This design comes from an exercise in tuning for small area and a short achievable clock period on the open sky130 flow, not from production work. Function was checked by simulation only, so behaviour that the tests miss may differ from the original. No activity file was given, so power comes from the tool's default toggle rates.

==> flow/design.v (excerpt) <==
module vi_exe(
input		clk_i,
input		rsn_i,
input		kill_i,
input	[31:0]	instr_i,
input	[31:0]	pc_i,
input	[31:0]	data_a_i,
input	[31:0]	data_b_i,
input	[4:0]	write_addr_i,
input		int_write_enable_i,
output	[31:0]	exe_result_o,
output		exe_illegal_o,
output	[4:0]	mult_wr_en_o,
output	[24:0]	mult_addr_o,
output	[31:0]	mult5_data_o,
output	[31:0]	mult5_instr_o,
output	[31:0]	mult5_pc_o);
Settings: LEC_CHECK=0, CAP_MARGIN=20, CORE_MARGIN=2, CORE_UTILIZATION=40, CTS_CLUSTER_DIAMETER=80, CTS_CLUSTER_SIZE=28, SLEW_MARGIN=20, SYNTH_HIERARCHICAL=1; clock period 10.0 ns.
standard.sh (not shown) runs the stock make flow with config.mk's settings and CLKGATE_MAP_FILE= SYNTH_SCRIPT=/design/flow/synth_recipe.tcl, a recipe that flattens the netlist after the stock synthesis.
==> flow/flow/run.sh <==
#!/bin/bash
set -euo pipefail
export SETUP_SLACK_MARGIN=6.8
export POST_GLOBAL_PLACE_TCL="$PWD/flow/ports.tcl"
export BUFFER_PORTS_ARGS="-buffer_cell sky130_fd_sc_hd__buf_2"
bash standard.sh > standard.log 2>&1
==> flow/flow/ports.tcl <==
# Run after global placement (POST_GLOBAL_PLACE_TCL): the flow's buffer_ports
# gave every port a buf_2; the input ports' buffers become buf_1 (the
# resizer may size them up again where timing needs it).
foreach inst [get_cells input*] {
  if {[get_property [get_lib_cells -of_objects $inst] name] == "sky130_fd_sc_hd__buf_2"} {
    replace_cell $inst sky130_fd_sc_hd__buf_1
  }
}
Next try:
CTS_BUF_LIST = sky130_fd_sc_hd__clkbuf_8   (was unset)
CTS_CLUSTER_DIAMETER = 60   (was 80)
CTS_CLUSTER_SIZE = 20   (was 28)
The changed run ran to the end with no violations.
Wire length climbs slightly.
Global-route usage climbs by 0.30 points.
Total power climbs by a few percent.
First-iteration DRC count drops slightly.
Cell area climbs by a few percent.
Die area does not change.
Next try:
==> flow/flow/ports.tcl (replaced) <==
# Run after global placement (POST_GLOBAL_PLACE_TCL): the flow's buffer_ports
# gave every port a buf_2; the input ports' buffers become buf_1 (the
# resizer may size them up again where timing needs it).
foreach inst [concat [get_cells input*] [get_cells output*]] {
  if {[get_property [get_lib_cells -of_objects $inst] name] == "sky130_fd_sc_hd__buf_2"} {
    replace_cell $inst sky130_fd_sc_hd__buf_1
  }
}
CTS_BUF_LIST = unset   (was sky130_fd_sc_hd__clkbuf_8)
CTS_CLUSTER_DIAMETER = 80   (was 60)
CTS_CLUSTER_SIZE = 28   (was 20)
Outcome: Utilization fell by 1.1 points. Critical path depth stays the same. Routed wire length decreases by 0.52%. Global-route usage drops by 0.18 points. Setup slack improves by 0.088 ns. Die area does not change. Maximum frequency came out higher by 2.8%. Hold slack improves by 0.045 ns.
Next try:
==> flow/flow/ports.tcl (replaced) <==
# Run after global placement (POST_GLOBAL_PLACE_TCL): the flow's buffer_ports
# gave every port a buf_2; the input ports' buffers become buf_1 (the
# resizer may size them up again where timing needs it).
foreach inst [get_cells input*] {
  if {[get_property [get_lib_cells -of_objects $inst] name] == "sky130_fd_sc_hd__buf_2"} {
    replace_cell $inst sky130_fd_sc_hd__buf_1
  }
}
CORE_UTILIZATION = 55   (was 40)
Outcome: The changed run went through all stages and came out clean. Total power goes down by 2.4%. Critical path depth goes up by 6. Via count goes up by 1.2%. Non-clock buffer count goes down by 2. Final cell count goes down by 7.6%. Maximum frequency is about the same.

========
== the baseline ==
vi_exe, a different RTL version from the one above (not shown whole).
Size: ~800 flip-flops, about 300 I/O pins, roughly 36000 um2 of cells after synthesis.
## vi_exe
module vi_exe(
input		clk_i,
input		rsn_i,
input		kill_i,
input	[31:0]	instr_i,
input	[31:0]	pc_i,
input	[31:0]	data_a_i,
input	[31:0]	data_b_i,
input	[4:0]	write_addr_i,
input		int_write_enable_i,
output	[31:0]	exe_result_o,
output		exe_illegal_o,
output	[4:0]	mult_wr_en_o,
output	[24:0]	mult_addr_o,
output	[31:0]	mult5_data_o,
output	[31:0]	mult5_instr_o,
output	[31:0]	mult5_pc_o);
export LEC_CHECK = 0
export CAP_MARGIN = 20
export CORE_MARGIN = 2
export CORE_UTILIZATION = 40
export CTS_CLUSTER_DIAMETER = 80
export CTS_CLUSTER_SIZE = 28
export SLEW_MARGIN = 20
export SYNTH_HIERARCHICAL = 1
create_clock -name core_clock -period 10.0 [get_ports {clk_i}]
==> flow/flow/run.sh <==
#!/bin/bash
set -euo pipefail
export SETUP_SLACK_MARGIN=6.6
export BUFFER_PORTS_ARGS="-buffer_cell sky130_fd_sc_hd__buf_2"
bash standard.sh > standard.log 2>&1
The baseline | status: complete | timing, DRC, antenna: pass
--- input diff the baseline..the candidate ---
--- a/flow/flow/run.sh
+++ b/flow/flow/run.sh
@@ -3 +3 @@
-export SETUP_SLACK_MARGIN=6.6
+export SETUP_SLACK_MARGIN=6.8
Findings:
- Looking at critical path launch point, the mult5_instruction[11] result is from the candidate; the exe_booth_neg[2] one comes from the baseline.
- The candidate — critical path depth 6 lower, the baseline as reference
- The final instance area reported for the candidate is greater than that of the baseline by about 1.6%.
- In the tables for the baseline and the candidate, maximum number of pins on one net before global-route repair reads higher with the candidate.
- Higher critical-path maximum fanout was reported by the baseline, not the candidate.
- Any difference in instance count after placement with tap cells included between the baseline and the candidate is small enough to ignore.

[afterwards: timing with drivers on the ports]
No port has a modelled driver above. Below, the same layouts with a new extraction and two added sets of constraints.
Step 1, drivers: a clkbuf_16 drives clk_i and a buf_2 each remaining input, both assumed.
Step 2 also shifts input and output timing later by t, the mid clock arrival at the registers, as if the neighbouring blocks saw the same clock.
Three values: ideal, step 1, step 2; two values: the first two.
run	t, ns	setup WS [ns]	slew at the worst register clock pin (ns)
the first run of note 1	0.679	6.849 / 6.794 / 6.253	0.11 / 0.11
the second run of note 1	0.780	6.768 / 6.712 / 6.180	0.12 / 0.12
the third run of note 1	0.693	6.856 / 6.787 / 6.219	0.11 / 0.11
the fourth run of note 1	0.657	6.851 / 6.791 / 6.226	0.11 / 0.11
the baseline	0.682	6.665 / 6.627 / 6.052	0.11 / 0.11
the candidate	0.689	6.840 / 6.775 / 6.275	0.11 / 0.11
After both steps every run listed still meets setup and hold. The setup slack of the third run of note 1, which loses most, moves by -0.069 ns with the drivers and by -0.637 ns with both steps.
